This design comes from an exercise in tuning for small area and a short achievable clock period on the open sky130 flow, not from production work.
Where RTL was checked, it was by simulation tests only, not by an equivalence proof against the original.
Only the layout flow was run in run 2; the RTL was not checked for function there.
No driver is modelled on the clock port, so clocking that relies on it looks cheaper here than on a real chip.

==> flow/design.v (outline; a module is shown in full before it is edited, if it fits) <==
// module Vedic: 80 lines
// module mul32: 3257 lines
// module fa1: 4 lines
// module ha1: 4 lines
// module pc_aoi21: 3 lines
// module pc_oai21: 3 lines
// module pc_nand2: 3 lines
// module pc_nor2: 3 lines
// module pc_inv: 3 lines
// module pc_xor2: 3 lines
// module pc_xnor2: 3 lines
// module bsel: 3 lines
// module hai1: 4 lines
module Vedic(
  input             clk,
  input             rst,
  input      [31:0] A_5,
  input      [31:0] B_5,
  output reg [63:0] Q_REG
);
  // ...
==> flow/flow/run.sh <==
#!/bin/bash
# The standard layout (standard.sh, unchanged synthesis) with these changes:
#  - the port buffers are buf_1 (ORFS picks a larger delay buffer by default);
#  - after floorplan, ABC's buffers are removed and every combinational cell
#    is set to its smallest size (flow/downsize.tcl);
#  - CTS's setup repair runs after that skew (in flow/skew.tcl), and it and
#    the later repairs aim at 9.25 ns of setup slack on the 14 ns clock,
#    working on the worst paths (TNS_END_PERCENT=0), so they size up only
#    the cells that the critical paths need; the hold repair fixes the short
#    paths into Q_REG that the skew leaves too fast, with 0.1 ns to spare.
# The make output goes to make_finish.log; each ORFS step keeps its own log
# under orfs/logs.
set -euo pipefail
HERE=$(pwd)
export SKEW_CELLS="dlygate4sd3_1 clkdlybuf4s25_1"
bash standard.sh \
  "BUFFER_PORTS_ARGS=-buffer_cell sky130_fd_sc_hd__buf_1" \
  REMOVE_ABC_BUFFERS=1 \
  POST_FLOORPLAN_TCL=$HERE/flow/downsize.tcl \
  POST_CTS_TCL=$HERE/flow/skew.tcl \
  SETUP_SLACK_MARGIN=9.25 TNS_END_PERCENT=0 HOLD_SLACK_MARGIN=0.1 SKIP_CTS_REPAIR_TIMING=1 \
  finish > make_finish.log 2>&1
==> flow/flow/downsize.tcl <==
# Set every combinational cell to the smallest-area cell of the same function
# (same footprint family, e.g. a22oi_2 -> a22oi_1); the timing repair that
# follows sizes up only what the clock period needs.  Registers, clock cells,
# tie cells, tap cells and port buffers are left alone.
set ds_count 0
set ds_saved 0.0
foreach inst [get_cells *] {
  set ref [get_full_name [get_lib_cells -of_objects $inst]]
  set cell [get_property [get_lib_cells -of_objects $inst] name]
  if { ![regexp {^(sky130_fd_sc_hd__)([a-z0-9]+)_([0-9]+)$} $cell -> pre base drive] } { continue }
  if { [regexp {^(df|dl|sdf|edf|clk|conb|tap|fill|decap|diode|buf$|probe|lpflow)} $base] } { continue }
  set name [get_full_name $inst]
  if { [regexp {^(input|output)[0-9]+$} $name] } { continue }
  set best $cell
  set best_area [get_property [get_lib_cells $cell] area]
  foreach d {0 1 2} {
    set cand "${pre}${base}_$d"
    if { $cand eq $cell } { continue }
    set lc [get_lib_cells -quiet $cand]
    if { $lc eq "" } { continue }
    if { [get_property $lc dont_use] } { continue }
    set a [get_property $lc area]
    if { $a < $best_area } { set best $cand; set best_area $a }
  }
  if { $best ne $cell } {
    set ds_saved [expr { $ds_saved + [get_property [get_lib_cells $cell] area] - $best_area }]
    replace_cell $name $best
    incr ds_count
  }
}
puts "downsize: $ds_count cells set to their smallest size, [format %.1f $ds_saved] um2 saved"
==> flow/flow/skew.tcl <==
set skew_cells [expr { [info exists ::env(SKEW_CELLS)] ? $::env(SKEW_CELLS) : "dlygate4sd3_1 clkdlybuf4s25_1" }]
set skew_n [llength $skew_cells]
set skew_buf sky130_fd_sc_hd__clkbuf_4
set block [ord::get_db_block]
set groups [dict create]
estimate_parasitics -placement
set skew_thr [expr { [info exists ::env(SETUP_SLACK_MARGIN)] ? $::env(SETUP_SLACK_MARGIN) : 1e9 }]
set skew_skipped 0
foreach inst [$block getInsts] {
  if { ![string match "Q_REG*" [$inst getName]] } { continue }
  if { [get_property [get_pins -of_objects [get_cells [$inst getName]] -filter "name == D"] slack_max] >= $skew_thr } {
    incr skew_skipped
    continue
  }
  set it [$inst findITerm CLK]
  set net [$it getNet]
  dict lappend groups [$net getName] $inst
}
set k 0
dict for {netname insts} $groups {
  # centroid of the group
  set sx 0; set sy 0
  set pins {}
  foreach inst $insts {
    set bb [$inst getBBox]
    set sx [expr { $sx + ([$bb xMin] + [$bb xMax]) / 2 }]
    set sy [expr { $sy + ([$bb yMin] + [$bb yMax]) / 2 }]
    lappend pins [get_pins -of_objects [get_cells [$inst getName]] -filter "name == CLK"]
  }
  set n [llength $insts]
  set dbu [$block getDbUnitsPerMicron]
  set cx [expr { double($sx) / $n / $dbu }]
  set cy [expr { double($sy) / $n / $dbu }]
  set order [lsort -real -index 0 [lmap inst $insts p $pins {
    set bb [$inst getBBox]
    list [expr { ([$bb xMin] + [$bb xMax]) / 2.0 }] $p [expr { ([$bb yMin] + [$bb yMax]) / 2.0 }]
  }]]
  set nchunk [expr { ($n + 3) / 4 }]
  set load {}
  for {set c 0} {$c < $nchunk} {incr c} {
    set lo [expr { $c * $n / $nchunk }]
    set hi [expr { ($c + 1) * $n / $nchunk - 1 }]
    set chunk [lrange $order $lo $hi]
    set cp [lmap e $chunk { lindex $e 1 }]
    set bx [expr { [tcl::mathop::+ {*}[lmap e $chunk { lindex $e 0 }]] / [llength $chunk] / $dbu }]
    set by [expr { [tcl::mathop::+ {*}[lmap e $chunk { lindex $e 2 }]] / [llength $chunk] / $dbu }]
    set b [insert_buffer -buffer_cell $skew_buf -net [get_nets $netname] -load_pins $cp \
             -location [list $bx $by] -buffer_name skewbuf_${k}_$c -net_name skewnet_${k}_0_$c]
    lappend load [get_pins [get_full_name $b]/A]
  }
  for {set i 1} {$i <= $skew_n} {incr i} {
    set d [insert_buffer -buffer_cell sky130_fd_sc_hd__[lindex $skew_cells [expr { $i - 1 }]] -net [get_nets $netname] -load_pins $load \
             -location [list $cx $cy] -buffer_name skewdly_${k}_$i -net_name skewnet_${k}_$i]
    set load [get_pins [get_full_name $d]/A]
  }
  incr k
}
puts "skew: delayed the clock of [dict size $groups] Q_REG groups by $skew_cells; $skew_skipped Q_REG flip-flops left as they were"
foreach net [$block getNets] {
  if { [string match "skewnet_*" [$net getName]] } { $net setSigType CLOCK }
}
detailed_placement
estimate_parasitics -placement

# With SKIP_CTS_REPAIR_TIMING set, the setup repair that CTS would have run
# before this hook runs here instead, after the skew, so that it sees the
# clock the layout will have.
if { [info exists ::env(SKIP_CTS_REPAIR_TIMING)] && $::env(SKIP_CTS_REPAIR_TIMING) } {
  repair_timing_helper -setup
  detailed_placement
  check_placement -verbose
  estimate_parasitics -placement
}
==> flow/standard.sh <==
#!/bin/bash
# synth_recipe.tcl (not shown) runs the flow's synth.tcl, then flattens the netlist and writes it again
# the make line also repeats each setting of config.mk as NAME=value (left out here)
make -C /OpenROAD-flow-scripts/flow DESIGN_CONFIG=/design/flow/config.mk WORK_HOME=/design/flow/orfs CLKGATE_MAP_FILE= SYNTH_SCRIPT=/design/flow/synth_recipe.tcl "${@:-finish}"
==> flow/config.mk <==
export PLATFORM = sky130hd
export DESIGN_NAME = Vedic
export DESIGN_NICKNAME = Vedic
export VERILOG_FILES = /design/flow/design.v
export SDC_FILE = /design/flow/constraint.sdc
export NUM_CORES = 4
export LEC_CHECK = 0
export CAP_MARGIN = 20
export CORE_MARGIN = 2
export CORE_UTILIZATION = 40
export SLEW_MARGIN = 20
export SYNTH_HIERARCHICAL = 1
export SYNTH_MINIMUM_KEEP_SIZE = 0
==> flow/constraint.sdc <==
create_clock -name core_clock -period 14.0 [get_ports {clk}]
set_input_delay 2.8000 -clock core_clock [delete_from_list [all_inputs] [get_ports {clk}]]
set_output_delay 2.8000 -clock core_clock [all_outputs]
set_load 0.01 [all_outputs]
==> summary.txt, run 1 <==
Run status:
- The run finished with no timing, DRC or antenna violations.

Global route:
- The overall global routing resource usage is 25.5%.
- The via count of the first global-routing pass came to 23344.
- The first global-routing pass estimated 142 mm of wire.
- After global routing the overflow that remains totals 0.

Hold path:
- In this run the worst hold path is classified as register to register.
- In this run the most critical hold path is launched from A_5_reg[31]$_DFF_PN0_.
- The number of instances on the worst hold path is 5.

Worst setup path:
- The worst register-to-register path has a depth of 25.
- The type of the worst setup path is register to register.
- The launch point of the critical path is one_reg[3]$_DFF_PN0_.
- The slowest stage cell on the critical path is sky130_fd_sc_hd__fa_1.

Detailed routing:
- The met3 wire length is 10.0 mm.
- The residual DRC count is 0.
- Dividing the detail-routed via count by the number of cells gives 6.10.

STA:
- In this run the tightest slew margin relative to its limit is 36.4%.
- The clock skew is 0.995 ns.
- Setup total negative slack on the finished layout was measured at 0 ns.

Finish:
- The number of antenna diodes is 1.
- The top cell types in the final layout, fill and taps aside, are sky130_fd_sc_hd__xnor2_1, sky130_fd_sc_hd__a22oi_1, sky130_fd_sc_hd__fa_1, sky130_fd_sc_hd__buf_1, sky130_fd_sc_hd__dfrtp_1.
- The post-route non-filler standard cell count is 3431.
- Multi-input logic gates represent a cell area share of 72.4%.

Floorplanning:
- The number of tap cells inserted is 940.
- The chip width is 271 um.
- The die covers 73400 um2.
- The core outline area is 70300 um2.

Synthesis:
- In this run the mean area of a mapped cell was 12.9 um2.
- The leading register cell type out of synthesis is sky130_fd_sc_hd__dfrtp_1.
- After synthesis, the largest area contributor takes up 33.7% of total cell area.
- Measured against the total synthesized area, the mux share comes to 0%.

Placement:
- The worst setup timing slack at the placement stage is 6.53 ns.
==> module Vedic, before the edit <==
module Vedic(
  input             clk,
  input             rst,
  input      [31:0] A_5,
  input      [31:0] B_5,
  output reg [63:0] Q_REG
);
reg  [31:0] A_5_reg;
reg  [15:0] one_reg, two_reg, neg_reg;
reg         b31_reg;
wire [15:0] one_d, two_d, neg_d;
wire [63:0] Q;
assign one_d[0] = B_5[0] ^ 1'b0;
assign two_d[0] = (B_5[1] & ~B_5[0] & ~1'b0) | (~B_5[1] & B_5[0] & 1'b0);
assign neg_d[0] = B_5[1];
assign one_d[1] = B_5[2] ^ B_5[1];
assign two_d[1] = (B_5[3] & ~B_5[2] & ~B_5[1]) | (~B_5[3] & B_5[2] & B_5[1]);
assign neg_d[1] = B_5[3];
assign one_d[2] = B_5[4] ^ B_5[3];
assign two_d[2] = (B_5[5] & ~B_5[4] & ~B_5[3]) | (~B_5[5] & B_5[4] & B_5[3]);
assign neg_d[2] = B_5[5];
assign one_d[3] = B_5[6] ^ B_5[5];
assign two_d[3] = (B_5[7] & ~B_5[6] & ~B_5[5]) | (~B_5[7] & B_5[6] & B_5[5]);
assign neg_d[3] = B_5[7];
assign one_d[4] = B_5[8] ^ B_5[7];
assign two_d[4] = (B_5[9] & ~B_5[8] & ~B_5[7]) | (~B_5[9] & B_5[8] & B_5[7]);
assign neg_d[4] = B_5[9];
assign one_d[5] = B_5[10] ^ B_5[9];
assign two_d[5] = (B_5[11] & ~B_5[10] & ~B_5[9]) | (~B_5[11] & B_5[10] & B_5[9]);
assign neg_d[5] = B_5[11];
assign one_d[6] = B_5[12] ^ B_5[11];
assign two_d[6] = (B_5[13] & ~B_5[12] & ~B_5[11]) | (~B_5[13] & B_5[12] & B_5[11]);
assign neg_d[6] = B_5[13];
assign one_d[7] = B_5[14] ^ B_5[13];
assign two_d[7] = (B_5[15] & ~B_5[14] & ~B_5[13]) | (~B_5[15] & B_5[14] & B_5[13]);
assign neg_d[7] = B_5[15];
assign one_d[8] = B_5[16] ^ B_5[15];
assign two_d[8] = (B_5[17] & ~B_5[16] & ~B_5[15]) | (~B_5[17] & B_5[16] & B_5[15]);
assign neg_d[8] = B_5[17];
assign one_d[9] = B_5[18] ^ B_5[17];
assign two_d[9] = (B_5[19] & ~B_5[18] & ~B_5[17]) | (~B_5[19] & B_5[18] & B_5[17]);
assign neg_d[9] = B_5[19];
assign one_d[10] = B_5[20] ^ B_5[19];
assign two_d[10] = (B_5[21] & ~B_5[20] & ~B_5[19]) | (~B_5[21] & B_5[20] & B_5[19]);
assign neg_d[10] = B_5[21];
assign one_d[11] = B_5[22] ^ B_5[21];
assign two_d[11] = (B_5[23] & ~B_5[22] & ~B_5[21]) | (~B_5[23] & B_5[22] & B_5[21]);
assign neg_d[11] = B_5[23];
assign one_d[12] = B_5[24] ^ B_5[23];
assign two_d[12] = (B_5[25] & ~B_5[24] & ~B_5[23]) | (~B_5[25] & B_5[24] & B_5[23]);
assign neg_d[12] = B_5[25];
assign one_d[13] = B_5[26] ^ B_5[25];
assign two_d[13] = (B_5[27] & ~B_5[26] & ~B_5[25]) | (~B_5[27] & B_5[26] & B_5[25]);
assign neg_d[13] = B_5[27];
assign one_d[14] = B_5[28] ^ B_5[27];
assign two_d[14] = (B_5[29] & ~B_5[28] & ~B_5[27]) | (~B_5[29] & B_5[28] & B_5[27]);
assign neg_d[14] = B_5[29];
assign one_d[15] = B_5[30] ^ B_5[29];
assign two_d[15] = (B_5[31] & ~B_5[30] & ~B_5[29]) | (~B_5[31] & B_5[30] & B_5[29]);
assign neg_d[15] = B_5[31];
always @(posedge clk or negedge rst)
begin
  if (~rst) begin
    Q_REG   <= 0;
    A_5_reg <= 0;
    one_reg <= 0;
    two_reg <= 0;
    neg_reg <= 0;
    b31_reg <= 0;
  end else begin
    Q_REG   <= Q;
    A_5_reg <= A_5;
    one_reg <= one_d;
    two_reg <= two_d;
    neg_reg <= neg_d;
    b31_reg <= B_5[31];
  end
end
mul32 u_mul (.a(A_5_reg), .one(one_reg), .two(two_reg), .neg(neg_reg), .b31(b31_reg), .Q(Q));
endmodule
==> inputs of run 2 (changes only) <==
--- a/flow/design.v
+++ b/flow/design.v
@@ -58,29 +58,28 @@
 assign one_d[15] = B_5[30] ^ B_5[29];
 assign two_d[15] = (B_5[31] & ~B_5[30] & ~B_5[29]) | (~B_5[31] & B_5[30] & B_5[29]);
 assign neg_d[15] = B_5[31];
 always @(posedge clk or negedge rst)
 begin
   if (~rst) begin
     Q_REG   <= 0;
     A_5_reg <= 0;
-    one_reg <= 0;
-    two_reg <= 0;
-    neg_reg <= 0;
-    b31_reg <= 0;
   end else begin
     Q_REG   <= Q;
     A_5_reg <= A_5;
-    one_reg <= one_d;
-    two_reg <= two_d;
-    neg_reg <= neg_d;
-    b31_reg <= B_5[31];
   end
 end
+always @(posedge clk)
+begin
+  one_reg <= one_d;
+  two_reg <= two_d;
+  neg_reg <= neg_d;
+  b31_reg <= B_5[31];
+end
 mul32 u_mul (.a(A_5_reg), .one(one_reg), .two(two_reg), .neg(neg_reg), .b31(b31_reg), .Q(Q));
 endmodule
 module mul32(
   input  [31:0] a,
   input  [15:0] one,
   input  [15:0] two,
   input  [15:0] neg,
   input         b31,
@@ -2658,22 +2657,22 @@
 fa1 u1401 (.a(bp737), .b(bp798), .ci(bp859), .s(s1399), .co(c1400));
 fa1 u1404 (.a(bp920), .b(bp981), .ci(c1136), .s(s1402), .co(c1403));
 fa1 u1407 (.a(c1139), .b(c1142), .ci(c1145), .s(s1405), .co(c1406));
 fa1 u1410 (.a(s1147), .b(s1150), .ci(s1153), .s(s1408), .co(c1409));
 fa1 u1413 (.a(bp739), .b(bp800), .ci(bp861), .s(s1411), .co(c1412));
 fa1 u1416 (.a(bp922), .b(bp983), .ci(c1148), .s(s1414), .co(c1415));
 fa1 u1419 (.a(c1151), .b(c1154), .ci(c1157), .s(s1417), .co(c1418));
 fa1 u1422 (.a(s1159), .b(s1162), .ci(s1165), .s(s1420), .co(c1421));
-fa1 u1425 (.a(s1171), .b(bp741), .ci(bp802), .s(s1423), .co(c1424));
-fa1 u1428 (.a(bp863), .b(bp924), .ci(bp985), .s(s1426), .co(c1427));
+fa1 u1425 (.a(bp741), .b(bp802), .ci(bp863), .s(s1423), .co(c1424));
+fa1 u1428 (.a(bp924), .b(bp985), .ci(s1171), .s(s1426), .co(c1427));
 fa1 u1431 (.a(c1160), .b(c1163), .ci(c1166), .s(s1429), .co(c1430));
 fa1 u1434 (.a(c1169), .b(s1174), .ci(s1177), .s(s1432), .co(c1433));
-fa1 u1437 (.a(c1172), .b(bp743), .ci(bp804), .s(s1435), .co(c1436));
-fa1 u1440 (.a(bp865), .b(bp926), .ci(bp987), .s(s1438), .co(c1439));
+fa1 u1437 (.a(bp743), .b(bp804), .ci(bp865), .s(s1435), .co(c1436));
+fa1 u1440 (.a(bp926), .b(bp987), .ci(c1172), .s(s1438), .co(c1439));
 fa1 u1443 (.a(s1192), .b(c1175), .ci(c1178), .s(s1441), .co(c1442));
 fa1 u1446 (.a(c1181), .b(s1183), .ci(s1186), .s(s1444), .co(c1445));
 fa1 u1449 (.a(bp684), .b(bp745), .ci(bp806), .s(s1447), .co(c1448));
 fa1 u1452 (.a(bp867), .b(bp928), .ci(bp989), .s(s1450), .co(c1451));
 fa1 u1455 (.a(c1193), .b(c1184), .ci(c1187), .s(s1453), .co(c1454));
 fa1 u1458 (.a(c1190), .b(s1195), .ci(s1198), .s(s1456), .co(c1457));
 fa1 u1461 (.a(bp625), .b(bp686), .ci(bp747), .s(s1459), .co(c1460));
 fa1 u1464 (.a(bp808), .b(bp869), .ci(bp930), .s(s1462), .co(c1463));
@@ -2686,20 +2685,20 @@
 fa1 u1485 (.a(bp507), .b(bp568), .ci(bp629), .s(s1483), .co(c1484));
 fa1 u1488 (.a(bp690), .b(bp751), .ci(bp812), .s(s1486), .co(c1487));
 fa1 u1491 (.a(bp873), .b(bp934), .ci(bp995), .s(s1489), .co(c1490));
 fa1 u1494 (.a(s1222), .b(c1214), .ci(c1217), .s(s1492), .co(c1493));
 fa1 u1497 (.a(bp448), .b(bp509), .ci(bp570), .s(s1495), .co(c1496));
 fa1 u1500 (.a(bp631), .b(bp692), .ci(bp753), .s(s1498), .co(c1499));
 fa1 u1503 (.a(bp814), .b(bp875), .ci(bp936), .s(s1501), .co(c1502));
 fa1 u1506 (.a(bp997), .b(c1223), .ci(c1220), .s(s1504), .co(c1505));
-fa1 u1509 (.a(s1228), .b(bp389), .ci(bp450), .s(s1507), .co(c1508));
-fa1 u1512 (.a(bp511), .b(bp572), .ci(bp633), .s(s1510), .co(c1511));
-fa1 u1515 (.a(bp694), .b(bp755), .ci(bp816), .s(s1513), .co(c1514));
-fa1 u1518 (.a(bp877), .b(bp938), .ci(bp999), .s(s1516), .co(c1517));
+fa1 u1509 (.a(bp389), .b(bp450), .ci(bp511), .s(s1507), .co(c1508));
+fa1 u1512 (.a(bp572), .b(bp633), .ci(bp694), .s(s1510), .co(c1511));
+fa1 u1515 (.a(bp755), .b(bp816), .ci(bp877), .s(s1513), .co(c1514));
+fa1 u1518 (.a(bp938), .b(bp999), .ci(s1228), .s(s1516), .co(c1517));
 fa1 u1521 (.a(sn390), .b(pp1052), .ci(c1229), .s(s1519), .co(c1520));
 fa1 u1524 (.a(bp452), .b(bp513), .ci(bp574), .s(s1522), .co(c1523));
 fa1 u1527 (.a(bp635), .b(bp696), .ci(bp757), .s(s1525), .co(c1526));
 fa1 u1530 (.a(bp818), .b(bp879), .ci(bp940), .s(s1528), .co(c1529));
 fa1 u1533 (.a(1'b1), .b(pp1053), .ci(bp454), .s(s1531), .co(c1532));
 fa1 u1536 (.a(bp515), .b(bp576), .ci(bp637), .s(s1534), .co(c1535));
 fa1 u1539 (.a(bp698), .b(bp759), .ci(bp820), .s(s1537), .co(c1538));
 ha1 u1542 (.a(bp881), .b(bp942), .s(s1540), .co(c1541));
@@ -2779,21 +2778,21 @@
 fa1 u1764 (.a(c1379), .b(s1390), .ci(c1382), .s(s1762), .co(c1763));
 fa1 u1767 (.a(c1385), .b(s1393), .ci(s1396), .s(s1765), .co(c1766));
 fa1 u1770 (.a(c1388), .b(s1399), .ci(s1156), .s(s1768), .co(c1769));
 fa1 u1773 (.a(c1391), .b(c1394), .ci(c1397), .s(s1771), .co(c1772));
 fa1 u1776 (.a(s1402), .b(s1405), .ci(s1408), .s(s1774), .co(c1775));
 fa1 u1779 (.a(c1400), .b(s1411), .ci(s1168), .s(s1777), .co(c1778));
 fa1 u1782 (.a(c1403), .b(c1406), .ci(c1409), .s(s1780), .co(c1781));
 fa1 u1785 (.a(s1414), .b(s1417), .ci(s1420), .s(s1783), .co(c1784));
-fa1 u1788 (.a(c1412), .b(s1423), .ci(s1426), .s(s1786), .co(c1787));
-fa1 u1791 (.a(s1180), .b(c1415), .ci(c1418), .s(s1789), .co(c1790));
+fa1 u1788 (.a(c1412), .b(s1423), .ci(s1180), .s(s1786), .co(c1787));
+fa1 u1791 (.a(s1426), .b(c1415), .ci(c1418), .s(s1789), .co(c1790));
 fa1 u1794 (.a(c1421), .b(s1429), .ci(s1432), .s(s1792), .co(c1793));
-fa1 u1797 (.a(c1424), .b(c1427), .ci(s1435), .s(s1795), .co(c1796));
-fa1 u1800 (.a(s1438), .b(s1189), .ci(c1430), .s(s1798), .co(c1799));
+fa1 u1797 (.a(c1424), .b(s1435), .ci(s1189), .s(s1795), .co(c1796));
+fa1 u1800 (.a(c1427), .b(s1438), .ci(c1430), .s(s1798), .co(c1799));
 fa1 u1803 (.a(c1433), .b(s1441), .ci(s1444), .s(s1801), .co(c1802));
 fa1 u1806 (.a(c1436), .b(c1439), .ci(s1447), .s(s1804), .co(c1805));
 fa1 u1809 (.a(s1450), .b(s1201), .ci(c1442), .s(s1807), .co(c1808));
 fa1 u1812 (.a(c1445), .b(s1453), .ci(s1456), .s(s1810), .co(c1811));
 fa1 u1815 (.a(c1448), .b(c1451), .ci(s1459), .s(s1813), .co(c1814));
 fa1 u1818 (.a(s1462), .b(s1207), .ci(c1454), .s(s1816), .co(c1817));
 fa1 u1821 (.a(c1457), .b(s1465), .ci(s1468), .s(s1819), .co(c1820));
 fa1 u1824 (.a(c1460), .b(c1463), .ci(s1471), .s(s1822), .co(c1823));
@@ -2824,19 +2823,19 @@
 fa1 u1899 (.a(bp1009), .b(c1559), .ci(c1553), .s(s1897), .co(c1898));
 fa1 u1902 (.a(c1556), .b(s1561), .ci(s1564), .s(s1900), .co(c1901));
 fa1 u1905 (.a(bp767), .b(bp828), .ci(bp889), .s(s1903), .co(c1904));
 fa1 u1908 (.a(bp950), .b(bp1011), .ci(s1570), .s(s1906), .co(c1907));
 fa1 u1911 (.a(c1562), .b(c1565), .ci(s1567), .s(s1909), .co(c1910));
 fa1 u1914 (.a(bp708), .b(bp769), .ci(bp830), .s(s1912), .co(c1913));
 fa1 u1917 (.a(bp891), .b(bp952), .ci(bp1013), .s(s1915), .co(c1916));
 fa1 u1920 (.a(c1571), .b(c1568), .ci(s1573), .s(s1918), .co(c1919));
-fa1 u1923 (.a(s1576), .b(bp649), .ci(bp710), .s(s1921), .co(c1922));
-fa1 u1926 (.a(bp771), .b(bp832), .ci(bp893), .s(s1924), .co(c1925));
-fa1 u1929 (.a(bp954), .b(bp1015), .ci(c1574), .s(s1927), .co(c1928));
+fa1 u1923 (.a(bp649), .b(bp710), .ci(bp771), .s(s1921), .co(c1922));
+fa1 u1926 (.a(bp832), .b(bp893), .ci(bp954), .s(s1924), .co(c1925));
+fa1 u1929 (.a(bp1015), .b(s1576), .ci(c1574), .s(s1927), .co(c1928));
 fa1 u1932 (.a(sn650), .b(pp1060), .ci(c1577), .s(s1930), .co(c1931));
 fa1 u1935 (.a(bp712), .b(bp773), .ci(bp834), .s(s1933), .co(c1934));
 fa1 u1938 (.a(bp895), .b(bp956), .ci(bp1017), .s(s1936), .co(c1937));
 fa1 u1941 (.a(1'b1), .b(pp1061), .ci(bp714), .s(s1939), .co(c1940));
 fa1 u1944 (.a(bp775), .b(bp836), .ci(bp897), .s(s1942), .co(c1943));
 ha1 u1947 (.a(bp958), .b(bp1019), .s(s1945), .co(c1946));
 fa1 u1950 (.a(sn715), .b(pp1062), .ci(bp777), .s(s1948), .co(c1949));
 fa1 u1953 (.a(bp838), .b(bp899), .ci(bp960), .s(s1951), .co(c1952));
@@ -2895,32 +2894,32 @@
 fa1 u2112 (.a(c1742), .b(s1750), .ci(c1745), .s(s2110), .co(c2111));
 fa1 u2115 (.a(s1753), .b(c1748), .ci(s1756), .s(s2113), .co(c2114));
 fa1 u2118 (.a(c1751), .b(s1759), .ci(c1754), .s(s2116), .co(c2117));
 fa1 u2121 (.a(s1762), .b(c1757), .ci(s1765), .s(s2119), .co(c2120));
 fa1 u2124 (.a(c1760), .b(s1768), .ci(c1763), .s(s2122), .co(c2123));
 fa1 u2127 (.a(c1766), .b(s1771), .ci(s1774), .s(s2125), .co(c2126));
 fa1 u2130 (.a(c1769), .b(s1777), .ci(c1772), .s(s2128), .co(c2129));
 fa1 u2133 (.a(c1775), .b(s1780), .ci(s1783), .s(s2131), .co(c2132));
-fa1 u2136 (.a(c1778), .b(s1786), .ci(s1789), .s(s2134), .co(c2135));
-fa1 u2139 (.a(c1781), .b(c1784), .ci(s1792), .s(s2137), .co(c2138));
+fa1 u2136 (.a(c1778), .b(s1786), .ci(c1781), .s(s2134), .co(c2135));
+fa1 u2139 (.a(s1789), .b(c1784), .ci(s1792), .s(s2137), .co(c2138));
 fa1 u2142 (.a(c1787), .b(s1795), .ci(c1790), .s(s2140), .co(c2141));
 fa1 u2145 (.a(s1798), .b(c1793), .ci(s1801), .s(s2143), .co(c2144));
 fa1 u2148 (.a(c1796), .b(s1804), .ci(c1799), .s(s2146), .co(c2147));
 fa1 u2151 (.a(s1807), .b(c1802), .ci(s1810), .s(s2149), .co(c2150));
 fa1 u2154 (.a(c1805), .b(s1813), .ci(c1808), .s(s2152), .co(c2153));
 fa1 u2157 (.a(s1816), .b(c1811), .ci(s1819), .s(s2155), .co(c2156));
 fa1 u2160 (.a(c1814), .b(s1822), .ci(s1825), .s(s2158), .co(c2159));
 fa1 u2163 (.a(c1817), .b(c1820), .ci(s1828), .s(s2161), .co(c2162));
 fa1 u2166 (.a(c1823), .b(s1831), .ci(s1834), .s(s2164), .co(c2165));
 fa1 u2169 (.a(c1826), .b(c1829), .ci(s1837), .s(s2167), .co(c2168));
 fa1 u2172 (.a(c1832), .b(c1835), .ci(s1840), .s(s2170), .co(c2171));
 fa1 u2175 (.a(s1843), .b(c1838), .ci(s1846), .s(s2173), .co(c2174));
 fa1 u2178 (.a(c1841), .b(c1844), .ci(s1849), .s(s2176), .co(c2177));
-fa1 u2181 (.a(s1852), .b(s1855), .ci(c1847), .s(s2179), .co(c2180));
+fa1 u2181 (.a(s1852), .b(c1847), .ci(s1855), .s(s2179), .co(c2180));
 fa1 u2184 (.a(c1850), .b(c1853), .ci(s1858), .s(s2182), .co(c2183));
 fa1 u2187 (.a(s1861), .b(s1864), .ci(c1856), .s(s2185), .co(c2186));
 fa1 u2190 (.a(c1859), .b(c1862), .ci(s1867), .s(s2188), .co(c2189));
 fa1 u2193 (.a(c1865), .b(s1870), .ci(s1873), .s(s2191), .co(c2192));
 fa1 u2196 (.a(s1876), .b(c1868), .ci(c1871), .s(s2194), .co(c2195));
 fa1 u2199 (.a(c1874), .b(s1879), .ci(s1882), .s(s2197), .co(c2198));
 fa1 u2202 (.a(s1885), .b(c1877), .ci(c1880), .s(s2200), .co(c2201));
 fa1 u2205 (.a(c1883), .b(s1888), .ci(s1891), .s(s2203), .co(c2204));
@@ -2937,18 +2936,18 @@
 fa1 u2238 (.a(c1931), .b(s1945), .ci(c1934), .s(s2236), .co(c2237));
 fa1 u2241 (.a(c1937), .b(s1939), .ci(s1942), .s(s2239), .co(c2240));
 fa1 u2244 (.a(bp1021), .b(c1946), .ci(c1940), .s(s2242), .co(c2243));
 fa1 u2247 (.a(c1943), .b(s1948), .ci(s1951), .s(s2245), .co(c2246));
 fa1 u2250 (.a(bp962), .b(bp1023), .ci(s1957), .s(s2248), .co(c2249));
 fa1 u2253 (.a(c1949), .b(c1952), .ci(s1954), .s(s2251), .co(c2252));
 fa1 u2256 (.a(bp903), .b(bp964), .ci(bp1025), .s(s2254), .co(c2255));
 fa1 u2259 (.a(c1958), .b(c1955), .ci(s1960), .s(s2257), .co(c2258));
-fa1 u2262 (.a(s1963), .b(bp844), .ci(bp905), .s(s2260), .co(c2261));
-fa1 u2265 (.a(bp966), .b(bp1027), .ci(c1961), .s(s2263), .co(c2264));
+fa1 u2262 (.a(bp844), .b(bp905), .ci(bp966), .s(s2260), .co(c2261));
+fa1 u2265 (.a(bp1027), .b(s1963), .ci(c1961), .s(s2263), .co(c2264));
 fa1 u2268 (.a(sn845), .b(pp1066), .ci(c1964), .s(s2266), .co(c2267));
 fa1 u2271 (.a(bp907), .b(bp968), .ci(bp1029), .s(s2269), .co(c2270));
 fa1 u2274 (.a(1'b1), .b(pp1067), .ci(bp909), .s(s2272), .co(c2273));
 ha1 u2277 (.a(bp970), .b(bp1031), .s(s2275), .co(c2276));
 fa1 u2280 (.a(sn910), .b(pp1068), .ci(bp972), .s(s2278), .co(c2279));
 ha1 u2283 (.a(1'b1), .b(pp1069), .s(s2281), .co(c2282));
 ha1 u2286 (.a(neg[2]), .b(bp8), .s(s2284), .co(c2285));
 ha1 u2289 (.a(bp10), .b(bp71), .s(s2287), .co(c2288));
@@ -2984,34 +2983,34 @@
 fa1 u2379 (.a(c2129), .b(s2134), .ci(c2132), .s(s2377), .co(c2378));
 fa1 u2382 (.a(c2135), .b(s2140), .ci(c2138), .s(s2380), .co(c2381));
 fa1 u2385 (.a(c2141), .b(s2146), .ci(c2144), .s(s2383), .co(c2384));
 fa1 u2388 (.a(c2147), .b(s2152), .ci(c2150), .s(s2386), .co(c2387));
 fa1 u2391 (.a(c2153), .b(s2158), .ci(c2156), .s(s2389), .co(c2390));
 fa1 u2394 (.a(s2164), .b(c2159), .ci(c2162), .s(s2392), .co(c2393));
 fa1 u2397 (.a(c2165), .b(s2170), .ci(c2168), .s(s2395), .co(c2396));
 fa1 u2400 (.a(c2171), .b(s2176), .ci(c2174), .s(s2398), .co(c2399));
-fa1 u2403 (.a(c2177), .b(s2182), .ci(s2185), .s(s2401), .co(c2402));
+fa1 u2403 (.a(c2177), .b(s2182), .ci(c2180), .s(s2401), .co(c2402));
 fa1 u2406 (.a(c2183), .b(s2188), .ci(s2191), .s(s2404), .co(c2405));
 fa1 u2409 (.a(c2189), .b(s2194), .ci(c2192), .s(s2407), .co(c2408));
 fa1 u2412 (.a(c2195), .b(s2200), .ci(c2198), .s(s2410), .co(c2411));
 fa1 u2415 (.a(c2201), .b(s2206), .ci(c2204), .s(s2413), .co(c2414));
 fa1 u2418 (.a(c2207), .b(s2212), .ci(c2210), .s(s2416), .co(c2417));
 fa1 u2421 (.a(s2218), .b(c2213), .ci(c2216), .s(s2419), .co(c2420));
 fa1 u2424 (.a(c2219), .b(s2224), .ci(c2222), .s(s2422), .co(c2423));
-fa1 u2427 (.a(c2225), .b(s2230), .ci(s2233), .s(s2425), .co(c2426));
+fa1 u2427 (.a(c2225), .b(s2230), .ci(c2228), .s(s2425), .co(c2426));
 fa1 u2430 (.a(c2231), .b(s2236), .ci(s2239), .s(s2428), .co(c2429));
 fa1 u2433 (.a(c2237), .b(c2240), .ci(s2242), .s(s2431), .co(c2432));
 fa1 u2436 (.a(c2243), .b(s2248), .ci(c2246), .s(s2434), .co(c2435));
 fa1 u2439 (.a(s2254), .b(c2249), .ci(c2252), .s(s2437), .co(c2438));
 fa1 u2442 (.a(c2255), .b(s2260), .ci(c2258), .s(s2440), .co(c2441));
 fa1 u2445 (.a(s2266), .b(c2261), .ci(s2269), .s(s2443), .co(c2444));
 fa1 u2448 (.a(c2267), .b(s2275), .ci(c2270), .s(s2446), .co(c2447));
 fa1 u2451 (.a(bp1033), .b(c2276), .ci(c2273), .s(s2449), .co(c2450));
-fa1 u2454 (.a(s2281), .b(bp974), .ci(bp1035), .s(s2452), .co(c2453));
+fa1 u2454 (.a(bp974), .b(bp1035), .ci(s2281), .s(s2452), .co(c2453));
 fa1 u2457 (.a(sn975), .b(pp1070), .ci(c2282), .s(s2455), .co(c2456));
 ha1 u2460 (.a(1'b1), .b(pp1071), .s(s2458), .co(c2459));
 ha1 u2463 (.a(neg[1]), .b(bp4), .s(s2461), .co(c2462));
 ha1 u2466 (.a(bp6), .b(bp67), .s(s2464), .co(c2465));
 fa1 u2469 (.a(bp69), .b(bp131), .ci(s2284), .s(s2467), .co(c2468));
 fa1 u2472 (.a(bp132), .b(c2285), .ci(s2287), .s(s2470), .co(c2471));
 fa1 u2475 (.a(c2288), .b(s1966), .ci(s2290), .s(s2473), .co(c2474));
 fa1 u2478 (.a(s1969), .b(c2291), .ci(s2293), .s(s2476), .co(c2477));
@@ -3045,39 +3044,39 @@
 fa1 u2562 (.a(s2137), .b(c2375), .ci(s2377), .s(s2560), .co(c2561));
 fa1 u2565 (.a(s2143), .b(c2378), .ci(s2380), .s(s2563), .co(c2564));
 fa1 u2568 (.a(s2149), .b(c2381), .ci(s2383), .s(s2566), .co(c2567));
 fa1 u2571 (.a(s2155), .b(c2384), .ci(s2386), .s(s2569), .co(c2570));
 fa1 u2574 (.a(s2161), .b(c2387), .ci(s2389), .s(s2572), .co(c2573));
 fa1 u2577 (.a(s2167), .b(c2390), .ci(s2392), .s(s2575), .co(c2576));
 fa1 u2580 (.a(s2173), .b(c2393), .ci(s2395), .s(s2578), .co(c2579));
 fa1 u2583 (.a(s2179), .b(c2396), .ci(s2398), .s(s2581), .co(c2582));
-fa1 u2586 (.a(c2180), .b(s2401), .ci(c2399), .s(s2584), .co(c2585));
+fa1 u2586 (.a(s2185), .b(c2399), .ci(s2401), .s(s2584), .co(c2585));
 fa1 u2589 (.a(c2186), .b(s2404), .ci(c2402), .s(s2587), .co(c2588));
 fa1 u2592 (.a(s2197), .b(c2405), .ci(s2407), .s(s2590), .co(c2591));
 fa1 u2595 (.a(s2203), .b(c2408), .ci(s2410), .s(s2593), .co(c2594));
 fa1 u2598 (.a(s2209), .b(c2411), .ci(s2413), .s(s2596), .co(c2597));
 fa1 u2601 (.a(s2215), .b(c2414), .ci(s2416), .s(s2599), .co(c2600));
 fa1 u2604 (.a(s2221), .b(c2417), .ci(s2419), .s(s2602), .co(c2603));
 fa1 u2607 (.a(s2227), .b(c2420), .ci(s2422), .s(s2605), .co(c2606));
-fa1 u2610 (.a(c2228), .b(s2425), .ci(c2423), .s(s2608), .co(c2609));
+fa1 u2610 (.a(s2233), .b(c2423), .ci(s2425), .s(s2608), .co(c2609));
 fa1 u2613 (.a(c2234), .b(s2428), .ci(c2426), .s(s2611), .co(c2612));
 fa1 u2616 (.a(s2245), .b(c2429), .ci(s2431), .s(s2614), .co(c2615));
 fa1 u2619 (.a(s2251), .b(c2432), .ci(s2434), .s(s2617), .co(c2618));
 fa1 u2622 (.a(s2257), .b(c2435), .ci(s2437), .s(s2620), .co(c2621));
 fa1 u2625 (.a(s2263), .b(c2438), .ci(s2440), .s(s2623), .co(c2624));
 fa1 u2628 (.a(c2264), .b(s2443), .ci(c2441), .s(s2626), .co(c2627));
 fa1 u2631 (.a(s2272), .b(c2444), .ci(s2446), .s(s2629), .co(c2630));
 fa1 u2634 (.a(s2278), .b(c2447), .ci(s2449), .s(s2632), .co(c2633));
 fa1 u2637 (.a(c2279), .b(s2452), .ci(c2450), .s(s2635), .co(c2636));
 fa1 u2640 (.a(bp1037), .b(s2455), .ci(c2453), .s(s2638), .co(c2639));
-fa1 u2643 (.a(s2458), .b(bp1039), .ci(c2456), .s(s2641), .co(c2642));
+fa1 u2643 (.a(bp1039), .b(s2458), .ci(c2456), .s(s2641), .co(c2642));
 fa1 u2646 (.a(sn1040), .b(pp1072), .ci(c2459), .s(s2644), .co(c2645));
-assign X = {s2644, s2641, s2638, s2635, c2630, s2629, c2624, c2621, c2618, c2615, s2614, s2611, c2606, c2603, c2600, c2597, c2594, c2591, s2590, s2587, c2582, c2579, c2576, c2573, c2570, c2567, c2564, c2561, c2558, c2555, c2552, c2549, c2546, c2543, c2540, c2537, c2534, c2531, c2528, c2525, c2522, c2519, c2516, c2513, c2510, c2507, c2504, c2501, c2498, c2495, c2492, c2489, c2486, c2483, c2480, c2477, c2474, c2471, c2468, c2465, c2462, bp66, bp2, neg[0]};
-assign Y = {c2642, c2639, c2636, c2633, s2632, c2627, s2626, s2623, s2620, s2617, c2612, c2609, s2608, s2605, s2602, s2599, s2596, s2593, c2588, c2585, s2584, s2581, s2578, s2575, s2572, s2569, s2566, s2563, s2560, s2557, s2554, s2551, s2548, s2545, s2542, s2539, s2536, s2533, s2530, s2527, s2524, s2521, s2518, s2515, s2512, s2509, s2506, s2503, s2500, s2497, s2494, s2491, s2488, s2485, s2482, s2479, s2476, s2473, s2470, s2467, s2464, s2461, 1'b0, bp1};
+assign X = {s2644, s2641, s2638, c2633, c2630, s2629, c2624, c2621, c2618, c2615, s2614, c2609, c2606, c2603, c2600, c2597, c2594, c2591, s2590, c2585, c2582, c2579, c2576, c2573, c2570, c2567, c2564, c2561, c2558, c2555, c2552, c2549, c2546, c2543, c2540, c2537, c2534, c2531, c2528, c2525, c2522, c2519, c2516, c2513, c2510, c2507, c2504, c2501, c2498, c2495, c2492, c2489, c2486, c2483, c2480, c2477, c2474, c2471, c2468, c2465, c2462, bp66, bp2, neg[0]};
+assign Y = {c2642, c2639, c2636, s2635, s2632, c2627, s2626, s2623, s2620, s2617, c2612, s2611, s2608, s2605, s2602, s2599, s2596, s2593, c2588, s2587, s2584, s2581, s2578, s2575, s2572, s2569, s2566, s2563, s2560, s2557, s2554, s2551, s2548, s2545, s2542, s2539, s2536, s2533, s2530, s2527, s2524, s2521, s2518, s2515, s2512, s2509, s2506, s2503, s2500, s2497, s2494, s2491, s2488, s2485, s2482, s2479, s2476, s2473, s2470, s2467, s2464, s2461, 1'b0, bp1};
 assign xt = X;
 assign yt = Y;
 assign g = xt & yt;
 assign pr = xt ^ yt;
 pc_aoi21 u2648 (.a1(pr[1]), .a2(g[0]), .b1(g[1]), .y(G2647));
 pc_aoi21 u2650 (.a1(pr[3]), .a2(g[2]), .b1(g[3]), .y(G2649));
 pc_nand2 u2652 (.a(pr[3]), .b(pr[2]), .y(P2651));
 pc_aoi21 u2654 (.a1(pr[5]), .a2(g[4]), .b1(g[5]), .y(G2653));
==> flow/flow/run.sh (replaced) <==
#!/bin/bash
# The standard layout (standard.sh, unchanged synthesis) with these changes:
#  - the port buffers are buf_1 (ORFS picks a larger delay buffer by default);
#  - after floorplan, ABC's buffers are removed and every combinational cell
#    is set to its smallest size (flow/downsize.tcl);
#  - CTS's setup repair runs after that skew (in flow/skew.tcl), and it and
#    the later repairs aim at 8.75 ns of setup slack on the 14 ns clock,
#    working on the worst paths (TNS_END_PERCENT=0), so they size up only
#    the cells that the critical paths need; the hold repair fixes the short
#    paths into Q_REG that the skew leaves too fast, with 0.1 ns to spare.
# The make output goes to make_finish.log; each ORFS step keeps its own log
# under orfs/logs.
set -euo pipefail
HERE=$(pwd)
export SKEW_CELLS="dlygate4sd3_1 dlygate4sd3_1"
bash standard.sh \
  "BUFFER_PORTS_ARGS=-buffer_cell sky130_fd_sc_hd__buf_1" \
  REMOVE_ABC_BUFFERS=1 \
  POST_FLOORPLAN_TCL=$HERE/flow/downsize.tcl \
  POST_CTS_TCL=$HERE/flow/skew.tcl \
  SETUP_SLACK_MARGIN=8.75 TNS_END_PERCENT=0 HOLD_SLACK_MARGIN=0.1 SKIP_CTS_REPAIR_TIMING=1 \
  finish > make_finish.log 2>&1
--- a/flow/flow/skew.tcl
+++ b/flow/flow/skew.tcl
@@ -1,9 +1,9 @@
-set skew_cells [expr { [info exists ::env(SKEW_CELLS)] ? $::env(SKEW_CELLS) : "dlygate4sd3_1 clkdlybuf4s25_1" }]
+set skew_cells [expr { [info exists ::env(SKEW_CELLS)] ? $::env(SKEW_CELLS) : "dlygate4sd3_1 dlygate4sd3_1" }]
 set skew_n [llength $skew_cells]
 set skew_buf sky130_fd_sc_hd__clkbuf_4
 set block [ord::get_db_block]
 set groups [dict create]
 estimate_parasitics -placement
 set skew_thr [expr { [info exists ::env(SETUP_SLACK_MARGIN)] ? $::env(SETUP_SLACK_MARGIN) : 1e9 }]
 set skew_skipped 0
 foreach inst [$block getInsts] {
==> run 2 against run 1 <==
- final cell count fell by 1.7%
- setup slack worse by 0.23 ns
- core utilization shrank 2.6 points
- critical path depth is 5 lower
- worst hold slack lost 0.24 ns
- area after synthesis decreased by 0.84%
- sequential share of layout area hardly changed
- critical endpoint is now Q_REG[55]$_DFF_PN0_
- largest cell class unchanged
==> summary.txt, run 2 <==
Synthesis:
- The cell count after synthesis is 2214 (unchanged).
- The count of yosys warnings during synthesis is 7 (unchanged).
- The share of the synthesized area in the top cell type was 34.0% (was 33.7%).
- The number of flops mapped to enable cells by yosys came to 0 (unchanged).
- The count of state elements after synthesis was 144 (unchanged).
- The leading register cell type out of synthesis is sky130_fd_sc_hd__dfrtp_1 (unchanged).
- The synthesized area per cell is 12.8 um2 (was 12.9 um2).
- The area of the mapped netlist is 28300 um2 (was 28500 um2).
- The async set-reset flop share out of synthesis came to 66.7% (was 100%).
- The proportion of synthesized chip area in sequential cells is 11.9% (was 12.6%).
- Most common library cells after synthesis: sky130_fd_sc_hd__xnor2_1, sky130_fd_sc_hd__a22oi_2, sky130_fd_sc_hd__fa_1 (unchanged).
- The post-synthesis cell type with the largest combined area is sky130_fd_sc_hd__fa_1 (unchanged).
- The number of different library cells in the post-synthesis netlist was 26 (was 25).
- Cell types occupying the most area after synthesis: sky130_fd_sc_hd__fa_1, sky130_fd_sc_hd__a22oi_2, sky130_fd_sc_hd__xnor2_1 (unchanged).
- The dominant cell by count in the synthesized netlist is sky130_fd_sc_hd__xnor2_1 (unchanged).

Finish:
- The design area is 28300 um2 (was 30100 um2).
- The count of filler cells inserted in the layout is 6720 (was 6505).
- The relative area change from synthesis to final layout is -0.0397% (was 5.75%).
- The commonest non-fill, non-tap cell in the layout is sky130_fd_sc_hd__xnor2_1 (unchanged).
- The flip-flop count of the largest register, all copies and words added is 64 (unchanged).
- The final standard cell utilization of the core came to 40.4% (was 42.9%).
- The net total in the final layout came to 3072 (was 3129).
- The post-route non-filler standard cell count is 3373 (was 3431).
- The share of layout cells above drive strength 1 is 6.49% (was 11.6%).
- The multi-input logic area is 21400 um2 (was 21800 um2).
- Most used cells in the layout excluding fill and tap cells: sky130_fd_sc_hd__xnor2_1, sky130_fd_sc_hd__a22oi_1, sky130_fd_sc_hd__fa_1, sky130_fd_sc_hd__buf_1, sky130_fd_sc_hd__ha_1 (was sky130_fd_sc_hd__xnor2_1, sky130_fd_sc_hd__a22oi_1, sky130_fd_sc_hd__fa_1, sky130_fd_sc_hd__buf_1, sky130_fd_sc_hd__dfrtp_1).
- The footprint of the flip-flops and latches is 3410 um2 (was 3650 um2).
- The number of antenna diodes is 0 (was 1).

Worst setup path:
- The worst stage delay on the critical path is 0.58 ns (about the same).
- The element type at the critical path end is a register (unchanged).
- The type of the worst setup path is register to register (unchanged).
- The worst path arrival time is 6.85 ns (was 6.33 ns).
- The launch point of the critical path is A_5_reg[13]$_DFF_PN0_ (was one_reg[3]$_DFF_PN0_).
- The number of cell instances on the worst register-to-register path came to 20 (was 25).
- The required time of the critical path is 15.66 ns (was 15.37 ns).
- The setup slack of the worst register-to-register path is 8.81 ns (was 9.04 ns).
- The startpoint kind of the worst setup timing path is a register (unchanged).
- The slowest stage cell on the critical path is sky130_fd_sc_hd__dfrtp_2 (was sky130_fd_sc_hd__fa_1).
- The cell type with the highest occurrence count on the critical path is sky130_fd_sc_hd__fa_1 (unchanged).
- The end point of the critical path is Q_REG[55]$_DFF_PN0_ (was Q_REG[53]$_DFF_PN0_).
- The endpoint of the lowest-slack register-to-register path is Q_REG[55]$_DFF_PN0_ (was Q_REG[53]$_DFF_PN0_).
- The launch point of the worst reg-to-reg path is A_5_reg[13]$_DFF_PN0_ (was one_reg[3]$_DFF_PN0_).
- The signal on the critical path passes through buf_4 -> a22oi_1 -> xnor2_1 -> fa_1 -> fa_1 -> fa_1 -> fa_1 -> fa_1 -> fa_1 -> ha_1 -> a21oi_1 -> o21ai_1 -> a21oi_1 -> o21ai_1 -> a21oi_4 -> inv_1 -> a21oi_1 -> o21ai_1 -> a21oi_1 -> xnor2_1.
- The largest driver fanout on the critical path is 17 (was 32).

Clock network:
- The TritonCTS sink count was 144 (unchanged).
- The clock tree from TritonCTS is done (unchanged).
- The CTS clock-pin slew for the worst setup and hold paths is 0.07 ns (was 0.06 ns).
- The clock latency on the worst-skew pair is 1.80 ns (was 1.47 ns).

Hold path:
- The launch point of the worst hold path is A_5_reg[31]$_DFF_PN0_ (unchanged).
- The worst min-delay path category was register to register (unchanged).

STA:
- The worst hold slack is 0.0644 ns (was 0.309 ns).
- The final critical path time including I/O delays and setup is 5.19 ns (was 4.96 ns).
- The headroom to the max-slew limit came to 38.2% (was 36.4%).
- The clock skew is 1.32 ns (was 0.995 ns).
- The slack of the critical path is 8.81 ns (was 9.04 ns).
- Setup repair after global routing missed its margin: true (unchanged).
- The period utilization is 37.1% (was 35.4%).
- The actual transition at the worst max-transition pin is 0.927 ns (was 0.954 ns).
- The final max-slew violation count is 0 (unchanged).
- The final count of hold timing violations came to 0 (unchanged).
- The final count of negative-setup-slack endpoints is 0 (unchanged).
- The maximum achievable frequency was 193 MHz (was 202 MHz).
- The total negative slack for setup checks is 0 ns (unchanged).

Floorplanning:
- The initial cell density of the core is 40.4% (was 40.6%).
- The die outline height was 270 um (was 271 um).
- The core outline area was 70000 um2 (was 70300 um2).
- The chip width is 270 um (was 271 um).
- The die footprint is 72800 um2 (was 73400 um2).
- The row count came to 97 (unchanged).
- The boundary pin count is 130 (unchanged).

Detailed routing:
- The total vias in the final route is 20115 (was 20920).
- The residual DRC count came to 0 (unchanged).
- The initial DRC count was 2135 (was 2518).
- The routed wirelength normalized by instance count was 25.6 um (was 27.2 um).
- The number of iterations in the first detailed-routing pass is 7 (was 6).
- The wire length after detailed routing is 86.3 mm (was 93.4 mm).
- The remaining antenna violation count was 0 (unchanged).
- The average vias per placed instance was 5.96 (was 6.10).

Flow run:
- The number of violations of the max-capacitance limit is 0 (unchanged).

Placement:
- The number of instances in the placed design came to 3300 (was 3305).
- The worst setup timing slack at the placement stage was 6.77 ns (was 6.53 ns).
- The number of I/O port buffers was 129 (unchanged).
- The cell area after placement is 27100 um2 (was 27400 um2).
- The weighted congestion reported at the end of routability-driven placement is 0.885 (was 0.922).
- The HPWL after detailed placement is 55.8 mm (was 55.4 mm).

Global route:
- The initial antenna violation count is 0 (was 1).
- The global-route wire length before repair is 134 mm (was 142 mm).
- The overall global routing resource usage came to 24.0% (was 25.5%).
- The via count of the first global-routing pass is 22615 (was 23344).
- The total congestion overflow is 0 (unchanged).
- The largest net degree at the start of global routing was 57 (was 71).

Run status:
- Run status: finished clean (unchanged).
==> run 2: changes by cell type after synthesis <==
cell and change:
sky130_fd_sc_hd__dfxtp_1 +48, sky130_fd_sc_hd__dfrtp_1 -48
==> run 2: worst min path at each step <==
stage                          endpoint  slack [ns]  depth (start not counted)
finish              Q_REG[63]$_DFF_PN0_        0.06                          5
global route        Q_REG[62]$_DFF_PN0_        0.10                          6
detailed placement   Q_REG[0]$_DFF_PN0_        0.92                          2
global placement     Q_REG[0]$_DFF_PN0_        0.88                          4
floorplan            Q_REG[0]$_DFF_PN0_        1.12                          3
==> run 2: layout make-up, without the clock buffers <==
cell class / count / area share [%]
tap: 940 / 4.16
clock inverter: 14 / 0.607
multi-input combinational: 1980 / 75.8
sequential: 144 / 12.1
timing repair buffer: 207 / 4.13
inverter: 32 / 0.425
==> run 2: per-layer routing <==
metal  part of all wire [%]  track usage [%]  vias to the layer above  routed length (um)
li1                       -                -                     8219                   -
met1                     38             29.8                    10348               33100
met2                     47             39.1                     1293               40900
met3                    9.7             5.81                      255                8350
met4                    4.6             12.0                        0                3970
met5                      0                0                        -                   0
==> run 2: modules after synthesis, one instance, submodules excluded, excerpt <==
module | cell area [um2] | cells inside | flip-flops and latches
Vedic | 3780 | 205 | 144
bsel | 21.3 | 2 | 0
fa1 | 20.0 | 1 | 0
pc_nor2 | 3.75 | 1 | 0
pc_oai21 | 5.00 | 1 | 0
pc_xnor2 | 8.76 | 1 | 0
==> run 2: cell families after synthesis <==
logic type      share of synthesized area [%]
other cells                            0.0266
compound gates                           25.3
xor+xnor                                 19.0
simple gates                             2.70
flops                                    11.9
fa+ha+maj                                38.7
buf+inv                                  2.38
==> run 2: worst max-delay path: cells and delay by family, from the launching register on <==
family | cells | cell delay (ns)
adder cells (fa/ha/maj) | 7 | 3.16
flip-flops | 1 | 0.58
XOR/XNOR | 2 | 0.30
AO/OA/AOI/OAI | 9 | 1.85
buffers and inverters | 2 | 0.46

-- separate check: timing with driven ports --
Ports are ideal in the flow. The routed layouts listed here were re-timed in OpenROAD.
Step 1, drivers: a clkbuf_16 drives clk and a buf_2 each remaining input, both assumed.
Step 2, shift: input delay + t, output delay - t, t = (earliest + latest rising clock arrival at the registers) / 2. This alone moves slack from input paths to output paths.
a / b / c = no drivers / after step 1 / after step 2; a / b = the first two.
run	shift t [ns]	setup WS [ns]	latest minus earliest clock arrival (ns)	pins driven straight from the clock port
run 1	1.034	9.042 / 9.042 / 9.042	0.995 / 0.995	1
run 2	1.198	8.808 / 8.794 / 8.808	1.328 / 1.327	1
In run 1 and run 2 the clock reaches the registers at very different times; t lies between them, and the last value is a rough guide only.
